Context: an optimization exercise on an open-source flow, tuned for small area. The choices shown serve that exercise and are no tape-out recipe. Function was checked by simulation only, so behaviour that the tests miss may differ from the original. Power figures rest on the tool's default switching activity, not on a simulated workload.

`design.v`:
```
`timescale 1ns/1ps
module ACT_PRE_PROCESS_UNIT(Input_act_data, mask, Output_act_data);
	input  [127:0] Input_act_data;
	input  [3:0]   mask;
	output [7:0]   Output_act_data;
	wire [15:0] dec = 16'b1 << mask;
	wire [7:0] term [0:15];
	genvar i;
	generate for (i = 0; i < 16; i = i + 1) begin : g_t
		assign term[i] = Input_act_data[8*i +: 8] & {8{dec[i]}};
	end endgenerate
	assign Output_act_data = ((term[0] | term[1]) | (term[2] | term[3])) |
	                         ((term[4] | term[5]) | (term[6] | term[7])) |
	                         ((term[8] | term[9]) | (term[10] | term[11])) |
	                         ((term[12] | term[13]) | (term[14] | term[15]));
endmodule
`timescale 1ns/1ps
module CONTROL_UNIT(Mask, Direction, Select_onehot);
	input  [3:0] Mask;
	input        Direction;
	output [3:0] Select_onehot;
	wire [1:0] s = Direction ? Mask[1:0] : Mask[3:2];
	assign Select_onehot = 4'b0001 << s;
endmodule
`timescale 1ns/100ps
module MAC_UNIT(Input_act, Input_weight, Input_weight3, Select, P, Sum);
	input  [7:0]   Input_act;
	input  [7:0]   Input_weight;
	input  [9:0]   Input_weight3;   
	input  [3:0]   Select;          
	input  [127:0] P;
	output [31:0]  Sum;
	wire [31:0] psel = ({32{Select[0]}} & P[31:0])  | ({32{Select[1]}} & P[63:32]) |
	                   ({32{Select[2]}} & P[95:64]) | ({32{Select[3]}} & P[127:96]);
	wire [15:0] p = psel[15:0];
	wire [9:0] w1 = {2'b00, Input_weight};
	wire [9:0] w2 = {1'b0, Input_weight, 1'b0};
	wire [9:0] w3 = Input_weight3;
	wire d0_1 = Input_act[0] & ~Input_act[1];
	wire d0_2 = ~Input_act[0] & Input_act[1];
	wire d0_3 = Input_act[0] & Input_act[1];
	wire [9:0] pp0 = ({10{d0_1}} & w1) | ({10{d0_2}} & w2) | ({10{d0_3}} & w3);
	wire d1_1 = Input_act[2] & ~Input_act[3];
	wire d1_2 = ~Input_act[2] & Input_act[3];
	wire d1_3 = Input_act[2] & Input_act[3];
	wire [9:0] pp1 = ({10{d1_1}} & w1) | ({10{d1_2}} & w2) | ({10{d1_3}} & w3);
	wire d2_1 = Input_act[4] & ~Input_act[5];
	wire d2_2 = ~Input_act[4] & Input_act[5];
	wire d2_3 = Input_act[4] & Input_act[5];
	wire [9:0] pp2 = ({10{d2_1}} & w1) | ({10{d2_2}} & w2) | ({10{d2_3}} & w3);
	wire d3_1 = Input_act[6] & ~Input_act[7];
	wire d3_2 = ~Input_act[6] & Input_act[7];
	wire d3_3 = Input_act[6] & Input_act[7];
	wire [9:0] pp3 = ({10{d3_1}} & w1) | ({10{d3_2}} & w2) | ({10{d3_3}} & w3);
	wire ts1 = p[6] ^ pp0[6];
	wire tc2 = p[6] & pp0[6];
	wire ts3 = p[7] ^ pp0[7] ^ pp1[5];
	wire tc4 = (p[7] & pp0[7]) | (p[7] & pp1[5]) | (pp0[7] & pp1[5]);
	wire ts5 = p[8] ^ pp0[8] ^ pp1[6];
	wire tc6 = (p[8] & pp0[8]) | (p[8] & pp1[6]) | (pp0[8] & pp1[6]);
	wire ts7 = p[9] ^ pp0[9] ^ pp1[7];
	wire tc8 = (p[9] & pp0[9]) | (p[9] & pp1[7]) | (pp0[9] & pp1[7]);
	wire ts9 = p[10] ^ pp1[8];
	wire tc10 = p[10] & pp1[8];
	wire ts11 = p[11] ^ pp1[9];
	wire tc12 = p[11] & pp1[9];
	wire ts13 = p[4] ^ pp0[4];
	wire tc14 = p[4] & pp0[4];
	wire ts15 = p[5] ^ pp0[5] ^ pp1[3];
	wire tc16 = (p[5] & pp0[5]) | (p[5] & pp1[3]) | (pp0[5] & pp1[3]);
	wire ts17 = pp1[4] ^ pp2[2] ^ pp3[0];
	wire tc18 = (pp1[4] & pp2[2]) | (pp1[4] & pp3[0]) | (pp2[2] & pp3[0]);
	wire ts19 = pp2[3] ^ pp3[1] ^ tc2;
	wire tc20 = (pp2[3] & pp3[1]) | (pp2[3] & tc2) | (pp3[1] & tc2);
	wire ts21 = pp2[4] ^ pp3[2] ^ tc4;
	wire tc22 = (pp2[4] & pp3[2]) | (pp2[4] & tc4) | (pp3[2] & tc4);
	wire ts23 = pp2[5] ^ pp3[3] ^ tc6;
	wire tc24 = (pp2[5] & pp3[3]) | (pp2[5] & tc6) | (pp3[3] & tc6);
	wire ts25 = pp2[6] ^ pp3[4] ^ ts9;
	wire tc26 = (pp2[6] & pp3[4]) | (pp2[6] & ts9) | (pp3[4] & ts9);
	wire ts27 = pp2[7] ^ pp3[5] ^ tc10;
	wire tc28 = (pp2[7] & pp3[5]) | (pp2[7] & tc10) | (pp3[5] & tc10);
	wire ts29 = p[12] ^ pp2[8] ^ pp3[6];
	wire tc30 = (p[12] & pp2[8]) | (p[12] & pp3[6]) | (pp2[8] & pp3[6]);
	wire ts31 = p[13] ^ pp2[9];
	wire tc32 = p[13] & pp2[9];
	wire ts33 = p[2] ^ pp0[2];
	wire tc34 = p[2] & pp0[2];
	wire ts35 = p[3] ^ pp0[3] ^ pp1[1];
	wire tc36 = (p[3] & pp0[3]) | (p[3] & pp1[1]) | (pp0[3] & pp1[1]);
	wire ts37 = pp1[2] ^ pp2[0] ^ ts13;
	wire tc38 = (pp1[2] & pp2[0]) | (pp1[2] & ts13) | (pp2[0] & ts13);
	wire ts39 = pp2[1] ^ tc14 ^ ts15;
	wire tc40 = (pp2[1] & tc14) | (pp2[1] & ts15) | (tc14 & ts15);
	wire ts41 = ts1 ^ tc16 ^ ts17;
	wire tc42 = (ts1 & tc16) | (ts1 & ts17) | (tc16 & ts17);
	wire ts43 = tc18 ^ ts3 ^ ts19;
	wire tc44 = (tc18 & ts3) | (tc18 & ts19) | (ts3 & ts19);
	wire ts45 = ts5 ^ tc20 ^ ts21;
	wire tc46 = (ts5 & tc20) | (ts5 & ts21) | (tc20 & ts21);
	wire ts47 = ts7 ^ tc22 ^ ts23;
	wire tc48 = (ts7 & tc22) | (ts7 & ts23) | (tc22 & ts23);
	wire ts49 = tc8 ^ ts25 ^ tc24;
	wire tc50 = (tc8 & ts25) | (tc8 & tc24) | (ts25 & tc24);
	wire ts51 = ts11 ^ ts27 ^ tc26;
	wire tc52 = (ts11 & ts27) | (ts11 & tc26) | (ts27 & tc26);
	wire ts53 = tc12 ^ ts29 ^ tc28;
	wire tc54 = (tc12 & ts29) | (tc12 & tc28) | (ts29 & tc28);
	wire ts55 = pp3[7] ^ ts31 ^ tc30;
	wire tc56 = (pp3[7] & ts31) | (pp3[7] & tc30) | (ts31 & tc30);
	wire ts57 = p[14] ^ pp3[8] ^ tc32;
	wire tc58 = (p[14] & pp3[8]) | (p[14] & tc32) | (pp3[8] & tc32);
	wire ts59 = p[15] ^ pp3[9];
	wire tc60 = p[15] & pp3[9];
	wire [15:0] ra = {ts59, ts57, ts55, ts53, ts51, ts49, ts47, ts45, ts43, ts41, ts39, ts37, ts35, pp1[0], p[1], p[0]};
	wire [15:0] rb = {tc58, tc56, tc54, tc52, tc50, tc48, tc46, tc44, tc42, tc40, tc38, tc36, tc34, ts33, pp0[1], pp0[0]};
	wire [15:0] g0 = ra & rb;
	wire [15:0] p0 = ra ^ rb;
	wire bg61 = g0[1] | (p0[1] & g0[0]);
	wire bp62 = p0[1] & p0[0];
	wire bg63 = g0[3] | (p0[3] & g0[2]);
	wire bp64 = p0[3] & p0[2];
	wire bg65 = g0[5] | (p0[5] & g0[4]);
	wire bp66 = p0[5] & p0[4];
	wire bg67 = g0[7] | (p0[7] & g0[6]);
	wire bp68 = p0[7] & p0[6];
	wire bg69 = g0[9] | (p0[9] & g0[8]);
	wire bp70 = p0[9] & p0[8];
	wire bg71 = g0[11] | (p0[11] & g0[10]);
	wire bp72 = p0[11] & p0[10];
	wire bg73 = g0[13] | (p0[13] & g0[12]);
	wire bp74 = p0[13] & p0[12];
	wire bg75 = g0[15] | (p0[15] & g0[14]);
	wire bp76 = p0[15] & p0[14];
	wire bg77 = bg63 | (bp64 & bg61);
	wire bp78 = bp64 & bp62;
	wire bg79 = bg67 | (bp68 & bg65);
	wire bp80 = bp68 & bp66;
	wire bg81 = bg71 | (bp72 & bg69);
	wire bp82 = bp72 & bp70;
	wire bg83 = bg75 | (bp76 & bg73);
	wire bp84 = bp76 & bp74;
	wire bg85 = bg79 | (bp80 & bg77);
	wire bp86 = bp80 & bp78;
	wire bg87 = bg83 | (bp84 & bg81);
	wire bp88 = bp84 & bp82;
	wire bg89 = bg87 | (bp88 & bg85);
	wire bp90 = bp88 & bp86;
	wire bg91 = bg81 | (bp82 & bg85);
	wire bp92 = bp82 & bp86;
	wire bg93 = bg65 | (bp66 & bg77);
	wire bp94 = bp66 & bp78;
	wire bg95 = bg69 | (bp70 & bg85);
	wire bp96 = bp70 & bp86;
	wire bg97 = bg73 | (bp74 & bg91);
	wire bp98 = bp74 & bp92;
	wire bg99 = g0[2] | (p0[2] & bg61);
	wire bp100 = p0[2] & bp62;
	wire bg101 = g0[4] | (p0[4] & bg77);
	wire bp102 = p0[4] & bp78;
	wire bg103 = g0[6] | (p0[6] & bg93);
	wire bp104 = p0[6] & bp94;
	wire bg105 = g0[8] | (p0[8] & bg85);
	wire bp106 = p0[8] & bp86;
	wire bg107 = g0[10] | (p0[10] & bg95);
	wire bp108 = p0[10] & bp96;
	wire bg109 = g0[12] | (p0[12] & bg91);
	wire bp110 = p0[12] & bp92;
	wire bg111 = g0[14] | (p0[14] & bg97);
	wire bp112 = p0[14] & bp98;
	wire [15:0] lo;
	assign lo[0] = p0[0];
	assign lo[1] = p0[1] ^ g0[0];
	assign lo[2] = p0[2] ^ bg61;
	assign lo[3] = p0[3] ^ bg99;
	assign lo[4] = p0[4] ^ bg77;
	assign lo[5] = p0[5] ^ bg101;
	assign lo[6] = p0[6] ^ bg93;
	assign lo[7] = p0[7] ^ bg103;
	assign lo[8] = p0[8] ^ bg85;
	assign lo[9] = p0[9] ^ bg105;
	assign lo[10] = p0[10] ^ bg95;
	assign lo[11] = p0[11] ^ bg107;
	assign lo[12] = p0[12] ^ bg91;
	assign lo[13] = p0[13] ^ bg109;
	assign lo[14] = p0[14] ^ bg97;
	assign lo[15] = p0[15] ^ bg111;
	wire c16 = bg89 | tc60;
	wire [16:0] ones;
	assign ones[0] = 1'b1;
	genvar gi;
	generate for (gi = 0; gi < 16; gi = gi + 1) begin : g_inc
		assign ones[gi+1] = ones[gi] & psel[16+gi];
	end endgenerate
	wire [15:0] hi = psel[31:16] ^ ({16{c16}} & ones[15:0]);
	assign Sum = {hi, lo};
endmodule
`timescale 1ns/100ps
module RESULT_PROCESS(Clk, mac, g_mac, g_keep, g_hold, g_add, g_load, P, A, ca);
	input         Clk;
	input  [31:0] mac;
	input         g_mac, g_keep;           
	input         g_hold, g_add, g_load;   
	output reg [31:0] P;
	output reg [31:0] A;
	output reg        ca;
	wire [32:0] cy;
	wire [31:0] sum;
	assign cy[0] = 1'b0;
	genvar i;
	generate
		for (i = 0; i < 32; i = i + 1) begin : fa
			wire ci = (i == 16) ? ca : cy[i];
			assign sum[i]  = A[i] ^ P[i] ^ ci;
			assign cy[i+1] = (A[i] & P[i]) | (A[i] & ci) | (P[i] & ci);
		end
	endgenerate
	always @(posedge Clk) begin
		P  <= ({32{g_mac}} & mac) | ({32{g_keep}} & P);
		A  <= ({32{g_hold}} & A) | ({32{g_add}} & sum) | ({32{g_load}} & P);
		ca <= (g_hold & ca) | (g_add & cy[16]);
	end
endmodule
`timescale 1ns/1ps
module RESULT_SELECT #(parameter ROW = 0) (Clk, g_in, g_loc, A, ca, S_in, cs_in, S, cs);
	input          Clk;
	input          g_in, g_loc;
	input  [127:0] A;
	input  [3:0]   ca;
	input  [127:0] S_in;
	input  [3:0]   cs_in;     
	output [127:0] S;
	output [3:0]   cs;
	wire [127:0] x  = ({128{g_in}} & S_in)  | ({128{g_loc}} & A);
	wire [3:0]   cx = ({4{g_in}} & ((ROW == 0) ? 4'b0 : cs_in)) | ({4{g_loc}} & ca);
	generate
		if (ROW == 3) begin : resolve
			wire [127:0] y;
			genvar k, i;
			for (k = 0; k < 4; k = k + 1) begin : lane
				wire [16:0] cy;
				assign cy[0] = cx[k];
				for (i = 0; i < 16; i = i + 1) begin : ha
					assign y[32*k+16+i] = x[32*k+16+i] ^ cy[i];
					assign cy[i+1]      = x[32*k+16+i] & cy[i];
				end
				assign y[32*k +: 16] = x[32*k +: 16];
			end
			reg [127:0] Sr;
			always @(posedge Clk) Sr <= y;
			assign S = Sr;
			assign cs = 4'b0;
		end else begin : pass
			reg [127:0] Sr;
			reg [3:0]   csr;
			always @(posedge Clk) begin
				Sr  <= x;
				csr <= cx;
			end
			assign S = Sr;
			assign cs = csr;
		end
	endgenerate
endmodule
`timescale 1ns/100ps
module CELL_UNIT #(parameter ROW = 0) (
	input          Clk,
	input  [127:0] Input_act_data,
	input  [7:0]   Input_weight,
	input  [9:0]   Input_weight3,
	input  [3:0]   mask,
	input          Direction,
	input          g_acc, g_hold, g_add, g_load, g_in, g_loc,
	input  [127:0] S_in,
	input  [3:0]   cs_in,
	output [127:0] S_out,
	output [3:0]   cs_out
);
	wire [7:0]  act;
	wire [3:0]  sel;
	wire [31:0] mac;
	wire [127:0] P, A;
	wire [3:0]  ca;
	ACT_PRE_PROCESS_UNIT act_pre_process_unit (.Input_act_data(Input_act_data), .mask(mask), .Output_act_data(act));
	CONTROL_UNIT control_unit (.Mask(mask), .Direction(Direction), .Select_onehot(sel));
	MAC_UNIT mac_unit (.Input_act(act), .Input_weight(Input_weight), .Input_weight3(Input_weight3), .Select(sel), .P(P), .Sum(mac));
	genvar k;
	generate
		for (k = 0; k < 4; k = k + 1) begin : lane
			RESULT_PROCESS result_process (
				.Clk(Clk), .mac(mac),
				.g_mac(g_acc & sel[k]), .g_keep(g_acc & ~sel[k]),
				.g_hold(g_hold), .g_add(g_add), .g_load(g_load),
				.P(P[32*k +: 32]), .A(A[32*k +: 32]), .ca(ca[k])
			);
		end
	endgenerate
	RESULT_SELECT #(.ROW(ROW)) result_select (
		.Clk(Clk), .g_in(g_in), .g_loc(g_loc),
		.A(A), .ca(ca), .S_in(S_in), .cs_in(cs_in),
		.S(S_out), .cs(cs_out)
	);
endmodule
`timescale 1ns/100ps
module Array_44 #(
	parameter DATA_WIDTH = 8,
	parameter BLOCK_SIZE = 4,
	parameter SELECT_WIDTH = 2,
	parameter ARRAY_SIZE = 4
	)(
	input [BLOCK_SIZE*BLOCK_SIZE*DATA_WIDTH-1:0]Input_act0,
	input [BLOCK_SIZE*BLOCK_SIZE*DATA_WIDTH-1:0]Input_act1,
	input [BLOCK_SIZE*BLOCK_SIZE*DATA_WIDTH-1:0]Input_act2,
	input [BLOCK_SIZE*BLOCK_SIZE*DATA_WIDTH-1:0]Input_act3,
	input [DATA_WIDTH-1:0]Input_weight0,
	input [DATA_WIDTH-1:0]Input_weight1,
	input [DATA_WIDTH-1:0]Input_weight2,
	input [DATA_WIDTH-1:0]Input_weight3,
	input [4*DATA_WIDTH-1:0]Resultln0,
	input [4*DATA_WIDTH-1:0]Resultln1,
	input [4*DATA_WIDTH-1:0]Resultln2,
	input [4*DATA_WIDTH-1:0]Resultln3,
	input [4*DATA_WIDTH-1:0]Resultln4,
	input [4*DATA_WIDTH-1:0]Resultln5,
	input [4*DATA_WIDTH-1:0]Resultln6,
	input [4*DATA_WIDTH-1:0]Resultln7,
	input [4*DATA_WIDTH-1:0]Resultln8,
	input [4*DATA_WIDTH-1:0]Resultln9,
	input [4*DATA_WIDTH-1:0]Resultln10,
	input [4*DATA_WIDTH-1:0]Resultln11,
	input [4*DATA_WIDTH-1:0]Resultln12,
	input [4*DATA_WIDTH-1:0]Resultln13,
	input [4*DATA_WIDTH-1:0]Resultln14,
	input [4*DATA_WIDTH-1:0]Resultln15,
	input [3:0]mask0,
	input [3:0]mask1,
	input [3:0]mask2,
	input [3:0]mask3,
	input [3:0]mask4,
	input [3:0]mask5,
	input [3:0]mask6,
	input [3:0]mask7,
	input [3:0]mask8,
	input [3:0]mask9,
	input [3:0]mask10,
	input [3:0]mask11,
	input [3:0]mask12,
	input [3:0]mask13,
	input [3:0]mask14,
	input [3:0]mask15,
	input Block_control,
	input Direction,
	input Control,
	input ResultCapture,
	input Clk,
	input rst,
	output [4*DATA_WIDTH-1:0]Array_Output0,
	output [4*DATA_WIDTH-1:0]Array_Output1,
	output [4*DATA_WIDTH-1:0]Array_Output2,
	output [4*DATA_WIDTH-1:0]Array_Output3,
	output [4*DATA_WIDTH-1:0]Array_Output4,
	output [4*DATA_WIDTH-1:0]Array_Output5,
	output [4*DATA_WIDTH-1:0]Array_Output6,
	output [4*DATA_WIDTH-1:0]Array_Output7,
	output [4*DATA_WIDTH-1:0]Array_Output8,
	output [4*DATA_WIDTH-1:0]Array_Output9,
	output [4*DATA_WIDTH-1:0]Array_Output10,
	output [4*DATA_WIDTH-1:0]Array_Output11,
	output [4*DATA_WIDTH-1:0]Array_Output12,
	output [4*DATA_WIDTH-1:0]Array_Output13,
	output [4*DATA_WIDTH-1:0]Array_Output14,
	output [4*DATA_WIDTH-1:0]Array_Output15
	);
	wire [127:0] act [0:3];
	assign act[0] = Input_act0;
	assign act[1] = Input_act1;
	assign act[2] = Input_act2;
	assign act[3] = Input_act3;
	wire [7:0] wt [0:3];
	wire [9:0] wt3 [0:3];    
	assign wt[0] = Input_weight0;
	assign wt[1] = Input_weight1;
	assign wt[2] = Input_weight2;
	assign wt[3] = Input_weight3;
	assign wt3[0] = Input_weight0 + {Input_weight0, 1'b0};
	assign wt3[1] = Input_weight1 + {Input_weight1, 1'b0};
	assign wt3[2] = Input_weight2 + {Input_weight2, 1'b0};
	assign wt3[3] = Input_weight3 + {Input_weight3, 1'b0};
	wire [3:0] msk [0:15];
	assign msk[0] = mask0;   assign msk[1] = mask1;   assign msk[2] = mask2;   assign msk[3] = mask3;
	assign msk[4] = mask4;   assign msk[5] = mask5;   assign msk[6] = mask6;   assign msk[7] = mask7;
	assign msk[8] = mask8;   assign msk[9] = mask9;   assign msk[10] = mask10; assign msk[11] = mask11;
	assign msk[12] = mask12; assign msk[13] = mask13; assign msk[14] = mask14; assign msk[15] = mask15;
	wire [127:0] rin [0:3];
	assign rin[0] = {Resultln3,  Resultln2,  Resultln1,  Resultln0};
	assign rin[1] = {Resultln7,  Resultln6,  Resultln5,  Resultln4};
	assign rin[2] = {Resultln11, Resultln10, Resultln9,  Resultln8};
	assign rin[3] = {Resultln15, Resultln14, Resultln13, Resultln12};
	wire g_acc  = rst &  Block_control;                  
	wire g_hold = rst &  Block_control &  Control;       
	wire g_add  = rst & ~Block_control &  Control;       
	wire g_load = rst & ~Block_control & ~Control;       
	wire g_in   = rst &  ResultCapture;                  
	wire g_loc  = rst & ~ResultCapture;                  
	wire [127:0] s_chain [0:4][0:3];
	wire [3:0]   c_chain [0:4][0:3];
	genvar r, c;
	generate
		for (c = 0; c < 4; c = c + 1) begin : col
			assign s_chain[0][c] = rin[c];
			assign c_chain[0][c] = 4'b0;
			for (r = 0; r < 4; r = r + 1) begin : row
				CELL_UNIT #(.ROW(r)) u_cell (
					.Clk(Clk),
					.Input_act_data(act[r]),
					.Input_weight(wt[c]),
					.Input_weight3(wt3[c]),
					.mask(msk[4*r+c]),
					.Direction(Direction),
					.g_acc(g_acc), .g_hold(g_hold), .g_add(g_add), .g_load(g_load),
					.g_in(g_in), .g_loc(g_loc),
					.S_in(s_chain[r][c]), .cs_in(c_chain[r][c]),
					.S_out(s_chain[r+1][c]), .cs_out(c_chain[r+1][c])
				);
			end
		end
	endgenerate
	assign {Array_Output3,  Array_Output2,  Array_Output1,  Array_Output0}  = s_chain[4][0];
	assign {Array_Output7,  Array_Output6,  Array_Output5,  Array_Output4}  = s_chain[4][1];
	assign {Array_Output11, Array_Output10, Array_Output9,  Array_Output8}  = s_chain[4][2];
	assign {Array_Output15, Array_Output14, Array_Output13, Array_Output12} = s_chain[4][3];
endmodule
```
`run.sh`:
```
#!/bin/bash
# synth_recipe.tcl (not shown) runs the flow's synth.tcl, then flattens the netlist and writes it again
# the make line also repeats each setting of config.mk as NAME=value (left out here)
make -C /OpenROAD-flow-scripts/flow DESIGN_CONFIG=/design/flow/config.mk WORK_HOME=/design/flow/orfs CLKGATE_MAP_FILE= SYNTH_SCRIPT=/design/flow/synth_recipe.tcl finish
```
`config.mk`:
```
export PLATFORM = sky130hd
export DESIGN_NAME = Array_44
export DESIGN_NICKNAME = Array_44
export VERILOG_FILES = /design/flow/design.v
export SDC_FILE = /design/flow/constraint.sdc
export NUM_CORES = 8
export LEC_CHECK = 0
export ABC_AREA = 1
export CAP_MARGIN = 30
export CORE_MARGIN = 2
export CORE_UTILIZATION = 40
export SLEW_MARGIN = 20
```
`constraint.sdc`:
```
create_clock -name core_clock -period 9.5 [get_ports {Clk}]
set_input_delay 1.9000 -clock core_clock [delete_from_list [all_inputs] [get_ports {Clk}]]
set_output_delay 1.9000 -clock core_clock [all_outputs]
set_load 0.01 [all_outputs]
```
==> results of run 1 <==
## how the worst max path moves through the flow
| stage | from | slack [ps] | end | cells after the start |
|---|---|---|---|---|
| after floorplan | Input_weight1[1] | 2340 | col[1].row[1].u_cell.lane[1].result_process.P[13] | 21 |
| after global placement | mask10[2] | -410 | col[2].row[2].u_cell.lane[1].result_process.P[17] | 25 |
| after detailed placement | mask10[2] | -330 | col[2].row[2].u_cell.lane[1].result_process.P[17] | 25 |
| after CTS | mask10[2] | 890 | col[2].row[2].u_cell.lane[1].result_process.P[17] | 25 |
| after global routing | mask10[2] | 370 | col[2].row[2].u_cell.lane[2].result_process.P[17] | 25 |
| final | mask10[2] | 780 | col[2].row[2].u_cell.lane[1].result_process.P[17] | 25 |
## state kept, by name (all words and copies together), names as in the netlist
| name | flops |
|---|---|
| col.row.u_cell.result_select.pass.csr | 48 |
| col.row.u_cell.lane.result_process.A | 2048 |
| col.row.u_cell.result_select.pass.Sr | 1536 |
| col.row.u_cell.lane.result_process.ca | 64 |
| col.row.u_cell.result_select.resolve.Sr | 512 |
| col.row.u_cell.lane.result_process.P | 2048 |
## layout by cell type (no fill, tap or decap), types with 62 or more instances in the layout
cell type / synthesis / final
nand3_1: 3599 / 3599
o21ai_1: 74 / 107
xor2_1: 233 / 230
a221oi_1: 82 / 78
clkbuf_8: 0 / 148
a21oi_1: 418 / 414
bufinv_16: 0 / 62
o211ai_1: 110 / 110
clkdlybuf4s50_1: 0 / 1618
xnor2_1: 66 / 62
clkinv_2: 0 / 130
o2111ai_1: 74 / 74
o22ai_1: 2567 / 2567
inv_1: 5833 / 5828
clkbuf_16: 0 / 691
nor2_1: 1260 / 1245
buf_4: 25 / 1033
ha_1: 704 / 704
clkbuf_1: 1879 / 120
dfxtp_1: 6256 / 6256
clkinv_1: 125 / 122
nand4_1: 147 / 147
nand2_1: 3286 / 3285
o21ai_0: 4982 / 4940
fa_1: 2420 / 2420
a22oi_1: 2071 / 2071
diode_2: 0 / 379
nor3_1: 99 / 81
buf_12: 0 / 62
## logic make-up after synthesis
logic type                 Yosys count  synth area share
xor gates and xnor gates           299           0.00827
buffers and inverters             8058            0.0964
adders and majority gates         3124             0.181
DFF                               6256             0.395
AOI/OAI and AO/OA                10600             0.198
and+or+nand+nor                   8631             0.121
## critical path, cell delays in order
cell	delay [ps]
clkdlybuf4s50_1	670
inv_1	450
nand3_1	580
o22ai_1	590
nor2_1	100
nand4_1	480
clkinv_1	470
nor2_1	470
nand2_1	90
o211ai_1	110
ha_1	210
fa_1	420
fa_1	500
ha_1	340
nand2_1	70
inv_1	50
nand3_1	70
nand3_1	220
nand2_1	120
nand2_1	60
nor2_1	690
inv_1	280
ha_1	280
xor2_1	340
o22ai_1	130
## power by group
part	leakage, nW	total [mW]	internal, mW	switching, mW
clock network	11.7	28.6	16.3	12.3
registers	50.5	27.7	27.1	0.550
logic	64.9	19.8	5.91	13.9
## area by class of cell
type | count | area share
clock inverters | 292 | 0.0110
clock buffers | 958 | 0.0530
well taps | 10500 | 0.0352
multi-input cells | 22600 | 0.433
diodes | 379 | 0.00254
repair buffers | 2788 | 0.0696
flip-flops and latches | 6256 | 0.336
inverters | 5979 | 0.0602
## layer usage
layer / global-route usage / vias to the layer above
met5: 0.00143 / -
met4: 0.384 / 132
met3: 0.123 / 4454
met2: 0.629 / 19600
met1: 0.528 / 149000
li1: - / 128000
## through the flow
step | setup TNS [ps] | setup slack, ps | util | area [um^2]
after global placement | -7220 | -409 | 0.441 | 347000
after global routing | 0 | 375 | 0.472 | 373000
after detailed placement | -3590 | -325 | 0.441 | 348000
after CTS | 0 | 894 | 0.471 | 372000
after floorplan | 0 | 2340 | - | 317000
final | 0 | 781 | 0.473 | 373000
==> summary.txt, run 1 <==
Outcome
  • Status: finished clean

Clocking
  • Post-CTS Setup Repair Bufs: 0
  • Clk root buf: clkbuf_16
  • CTS tree: done
  • Cts bufs inserted: 687
  • Clk sinks: about 6,300
  • Worst skew pair latency: 1240 ps
  • CTS Buffer Depth: 4
  • Clk slew on worst S/H paths: 60 ps
  • H-tree levels: 6
  • Post_cts resized: 0
  • CTS Hold Bufs: 0

Placement
  • RD Place Congestion: 1.10
  • DP HPWL: 1,430,000 um
  • Dpl cells: between 40,000 and 50,000
  • Port Buffers: 1,637

Drt
  • Routed wire length: approximately 1,800,000 um
  • Post-route antenna net violation count: 0
  • Top Metal Used: met5
  • Routed wl met2: between 700,000 and 800,000 um
  • Vias: roughly 300k
  • DR iter-0 viols: 43,600
  • Drc violations: 0
  • M1 WL: 658,000 um
  • DR pass1 iterations: 9
  • Vias per cell: approximately 6
  • Routed len/inst: roughly 36 um
  • WL met3: 197,000 um

Floorplanning
  • CORE AREA: just under 800,000 um^2
  • Die X: around 890 um
  • Core Rows: 326
  • Die height: between 800 and 900 um
  • Full die area: 799,000 um^2
  • IO Pins: roughly 1,600
  • Starting density of the core: 0.402

STA
  • Final setup violation count: 0
  • Max Freq: ~110 MHz
  • Clock Skew: 122 ps
  • RSZ-0062 raised after global routing: no
  • Normalized max-slew margin: 0.148
  • Worst hold slack: 419 ps
  • Final period util: 0.918
  • Slew Viols, Final: 0
  • Least-Margin Pin Slew: around 1300 ps
  • Crit path time final: 8720 ps
  • Hold Vio Cnt, Final: 0

GRT
  • Total track usage: 0.435
  • Largest net degree at the start of global routing: approximately 210
  • Vias in the first global route: 287,000
  • Grt total ovfl: 0
  • First-pass GRT wire length: 2,420,000 um
  • Initial antenna violation count: 413

Yosys
  • Seq/Total Area, Yosys: 0.395
  • Mapped Cells: approximately 37,000
  • Mapped Nets: roughly 41,000
  • Ys async rst share: 0
  • Syn Area/Cell: 8.57 um^2
  • Area contributors post-synth: dfxtp_1 (40%), fa_1 (15%), o21ai_0 (7.9%)
  • Synth warnings: 7
  • Synth top area share: 0.395
  • Post-synth EDFFs: 0
  • Commonest cells in the synthesized netlist: dfxtp_1 (6,256), inv_1 (5,833), o21ai_0 (4,982), nand3_1 (3,599), nand2_1 (3,286)
  • Yosys top cell by area: dfxtp_1
  • Top-count cell post-synth: dfxtp_1
  • Distinct cells, synth: between 50 and 60
  • Post-synth top flop: dfxtp_1
  • #FFs+latches synth: ~6,300
  • Cell Area, Synth: 317,000 um^2

Setup path
  • FF-to-FF path depth: 18
  • CP Launch Type: input pin
  • Critical-path maximum fanout: 11
  • Setup CP Type: input pin to flop
  • Reg2reg start: col[3].row[0].u_cell.lane[0].result_process.A[0]
  • Worst EP arrival: 9750 ps
  • RR Endpoint: col[3].row[0].u_cell.lane[0].result_process.A[15]
  • Req. time, crit path: 10,530 ps
  • R2r setup slk: roughly 2100 ps
  • Kind of end point of the critical path: flop

Hold path
  • Hold path depth: 2
  • Hold wc startpoint: col[0].row[2].u_cell.lane[0].result_process.P[22]
  • Tightest Hold Check Type: flop to flop
  • Hold Crit Endpoint: col[0].row[2].u_cell.lane[0].result_process.A[22]

Cells and area
  • Fin cells: 49,800
  • Post-layout net count: 42,600
  • FF/Latch Area: 125,000 um^2
  • Multi-input gate area: 161,000 um^2
  • Fillcell total: 76,000
  • Share of cells above drive strength 1: 0.0655
  • Syn-to-layout area delta: 17.8%

Pwr
  • P_leak: around 130 nW
  • Total power: 76.1 mW
  • Power Density: 204 nW/um^2
  • Maximum VDD drop: between 0.0002 and 0.00025 V

Run
  • Total of max-cap violations: 0
==> run 2: changes to the inputs <==
--- a/config.mk
+++ b/config.mk
@@ -10,3 +10,4 @@
 export CORE_MARGIN = 2
 export CORE_UTILIZATION = 40
+export CTS_BUF_LIST = sky130_fd_sc_hd__clkbuf_4 sky130_fd_sc_hd__clkbuf_8
 export SLEW_MARGIN = 20
==> summary.txt, run 2 <==
STA
  • Max Freq: 121 MHz (was 115 MHz)
  • Normalized max-slew margin: 0.136 (was 0.148)
  • Final period util: 0.872 (was 0.918)
  • Worst hold slack: 386 ps (was 419 ps)
  • Crit path time final: 8280 ps (was 8720 ps)
  • Slew Viols, Final: 0 (unchanged)
  • Setup TNS: 0 ps (unchanged)
  • Hold Vio Cnt, Final: 0 (unchanged)
  • Final setup violation count: 0 (unchanged)
  • PnR worst setup slack: 1220 ps (was 781 ps)
  • RSZ-0062 raised after global routing: no (unchanged)
  • Clock Skew: 153 ps (was 122 ps)
  • Least-Margin Pin Slew: 1300 ps (was 1270 ps)

Outcome
  • Status: finished clean (unchanged)

Floorplanning
  • Full die area: 799,000 um^2 (unchanged)
  • Core Rows: 326 (unchanged)
  • Die X: 894 um (unchanged)
  • CORE AREA: 788,000 um^2 (unchanged)
  • Die height: 894 um (unchanged)
  • IO Pins: 1,638 (unchanged)
  • Starting density of the core: 0.402 (unchanged)

Cells and area
  • Fin util: 0.473 (about the same)
  • Share of cells above drive strength 1: 0.0853 (was 0.0655)
  • Commonest non-fill, non-tap cells in the layout: dfxtp_1 (6,256), inv_1 (5,828), o21ai_0 (4,940), nand3_1 (3,599), nand2_1 (3,285) (unchanged)
  • Fillcell total: 76,400 (was 76,000)
  • Fin cells: 50,500 (was 49,800)
  • Biggest registers after layout: col.row.u_cell.lane.result_process.A (2048), col.row.u_cell.lane.result_process.P (2048), col.row.u_cell.result_select.pass.Sr (1536) (unchanged)
  • Final instance area: 373,000 um^2 (about the same)
  • Commonest non-fill, non-tap cell in the layout: dfxtp_1 (unchanged)
  • Post-layout net count: 43,100 (was 42,600)
  • Syn-to-layout area delta: 17.8% (about the same)

Clocking
  • Clk sinks: 6,256 (unchanged)
  • Post-CTS Setup Repair Bufs: 0 (unchanged)
  • Post_cts resized: 0 (unchanged)
  • CTS Hold Bufs: 0 (unchanged)
  • Clk root buf: clkbuf_8 (was clkbuf_16)
  • Cts bufs inserted: 1,177 (was 687)
  • H-tree levels: 7 (was 6)
  • Worst skew pair latency: 1560 ps (was 1240 ps)
  • Clk slew on worst S/H paths: 60 ps (about the same)
  • CTS Buffer Depth: 5 (was 4)
  • CTS tree: done (unchanged)

Drt
  • Drc violations: 0 (unchanged)
  • Routed wire length: 1,810,000 um (was 1,800,000 um)
  • Vias: 305,000 (was 301,000)
  • DR pass1 iterations: 9 (unchanged)
  • DR iter-0 viols: 43,300 (was 43,600)
  • Routed len/inst: 35.9 um (was 36.2 um)
  • Vias per cell: 6.03 (was 6.05)
  • Post-route antenna net violation count: 0 (unchanged)

Setup path
  • Critical-path maximum fanout: 11 (unchanged)
  • CP Launch Type: input pin (unchanged)
  • Setup CP Type: input pin to flop (unchanged)
  • Req. time, crit path: 10,860 ps (was 10,530 ps)
  • Worst EP arrival: 9650 ps (was 9750 ps)
  • Kind of end point of the critical path: flop (unchanged)

Yosys
  • Synth top area share: 0.395 (unchanged)
  • Commonest cells in the synthesized netlist: dfxtp_1 (6,256), inv_1 (5,833), o21ai_0 (4,982), nand3_1 (3,599), nand2_1 (3,286) (unchanged)
  • Mapped Cells: 36,900 (unchanged)
  • Top-count cell post-synth: dfxtp_1 (unchanged)
  • Cell Area, Synth: 317,000 um^2 (unchanged)
  • Yosys top cell by area: dfxtp_1 (unchanged)
  • Post-synth EDFFs: 0 (unchanged)
  • Ys async rst share: 0 (unchanged)
  • Mapped Nets: 41,200 (unchanged)
  • Area contributors post-synth: dfxtp_1 (40%), fa_1 (15%), o21ai_0 (7.9%) (unchanged)
  • Synth warnings: 7 (unchanged)
  • Distinct cells, synth: 57 (unchanged)
  • #FFs+latches synth: 6,256 (unchanged)
  • Post-synth top flop: dfxtp_1 (unchanged)
  • Syn Area/Cell: 8.57 um^2 (unchanged)
  • Seq/Total Area, Yosys: 0.395 (unchanged)

GRT
  • Grt total ovfl: 0 (unchanged)
  • Total track usage: 0.439 (was 0.435)
  • Largest net degree at the start of global routing: 214 (unchanged)
  • Initial antenna violation count: 428 (was 413)
  • First-pass GRT wire length: 2,430,000 um (was 2,420,000 um)
  • Vias in the first global route: 291,000 (was 287,000)

Placement
  • DP Worst Slack: -325 ps (unchanged)
  • Dpl cells: 48,100 (unchanged)
  • DP HPWL: 1,430,000 um (unchanged)
  • Port Buffers: 1,637 (unchanged)
  • RD Place Congestion: 1.10 (unchanged)
  • Placed Instance Area: 348,000 um^2 (unchanged)

Pwr
  • P_sw: 26.7 mW (about the same)
  • Switching share of power: 0.354 (was 0.350)
  • Clk pwr share: 0.370 (was 0.376)
  • Logic pwr share: 0.263 (was 0.260)
  • P_int: 48.7 mW (was 49.4 mW)
  • Maximum VDD drop: 0.000195 V (was 0.000226 V)
  • Total power: 75.4 mW (was 76.1 mW)
  • Share of power burned in registers: 0.367 (was 0.364)
  • Power Density: 202 nW/um^2 (was 204 nW/um^2)
  • P_leak: 128 nW (was 127 nW)

Run
  • Total of max-cap violations: 0 (unchanged)

Hold path
  • Tightest Hold Check Type: flop to flop (unchanged)
[run 2: cell counts after synthesis]
No cell type changed its count.
[run 2: final cells by class]
cell class,count,area (um^2),share of cell area
flip-flops and latches,6256,125000,0.336
clock buffers,1793,22700,0.0608
clock inverters,168,1450,0.00389
well taps,10500,13100,0.0352
inverters,5979,22500,0.0602
repair buffers,2787,25900,0.0695
multi-input cells,22600,161000,0.432
diodes,391,978,0.00262
[run 2: kinds of logic (layout without fill, tap and decap cells)]
kind of cell    count (synthesis)  after routing  share of synthesized area
buf+inv                      8058          10700                     0.0964
simple gates                 8631           8631                      0.121
xor+xnor                      299            299                    0.00827
fa+ha+maj                    3124           3124                      0.181
other cells                     0            391                          0
flops                        6256           6256                      0.395
compound gates              10600          10600                      0.198
[run 2: power by group through the flow]
stage	combinational, mW	sequential [mW]	clock, mW
final	19.8	27.7	27.9
after global routing	20.8	27.8	29.1
after CTS	19.2	27.7	27.9
after detailed placement	19.1	28.3	0
after global placement	19.0	28.2	0
after floorplan	10.0	28.1	0
[run 2: path summary, 6_finish.rpt]
path / startpoint / endpoint / slack [ps] / cells past startpoint
worst max-delay path: mask10[2] / col[2].row[2].u_cell.lane[2].result_process.P[17] / 1220 / 25
worst min register to register: col[0].row[2].u_cell.lane[3].result_process.P[20] / col[0].row[2].u_cell.lane[3].result_process.A[20] / 390 / 2
worst min-delay path: col[0].row[2].u_cell.lane[3].result_process.P[20] / col[0].row[2].u_cell.lane[3].result_process.A[20] / 390 / 2
worst max register to register: col[3].row[0].u_cell.lane[0].result_process.A[0] / col[3].row[0].u_cell.lane[0].result_process.A[15] / 2130 / 18
[run 2: layer usage]
metal,vias up,GRT usage,routed length [um],part of all wire
met4,140,0.393,193000,0.11
met5,-,0.00101,959,0.00053
met2,20600,0.630,758000,0.42
met3,4793,0.141,204000,0.11
met1,150000,0.525,660000,0.36
li1,129000,-,-,-
[run 2: worst max-delay path, cell delays in order]
cell and delay, ps:
clkdlybuf4s50_1 670, inv_1 460, nand3_1 550, o22ai_1 570, nor2_1 100, nand4_1 470
clkinv_1 470, nor2_1 480, nand2_1 90, o211ai_1 110, ha_1 210, fa_1 420
fa_1 510, ha_1 340, nand2_1 70, inv_1 50, nand3_1 70, nand3_1 210
nand2_1 120, nand2_1 50, nor2_1 680, inv_1 270, ha_1 280, xor2_1 350
o22ai_1 110

## re-timing with driven ports
The results above use ideal ports. As a check the final layouts listed here were re-extracted and re-timed, cells and wires unchanged.
Step 1: set_driving_cell puts a clkbuf_16 on Clk and a buf_2 on each other input, an assumption about the parent block.
Step 2 times the ports against the registers' clock, not the clock port: input delays grow and output delays shrink by t, the midpoint of the rising clock arrivals with the driver on.
Slacks: no drivers / after step 1 / after step 2; pairs: no drivers / after step 1.
run | t, ns | setup slack, ns | worst setup path at the end | worst register clock-pin slew, ns | worst data-port slew with drivers (ns)
run 1 | 1.342 | 0.781 / 0.704 / -0.638 | input to register | 0.08 / 0.08 | 0.76
run 2 | 1.655 | 1.216 / 1.134 / -0.521 | input to register | 0.08 / 0.08 | 0.72
Met with ideal ports but missed after step 2: setup timing in run 1 and run 2. The setup slack of run 2, which loses most, moves by -0.082 ns with the drivers and by -1.737 ns with both steps.
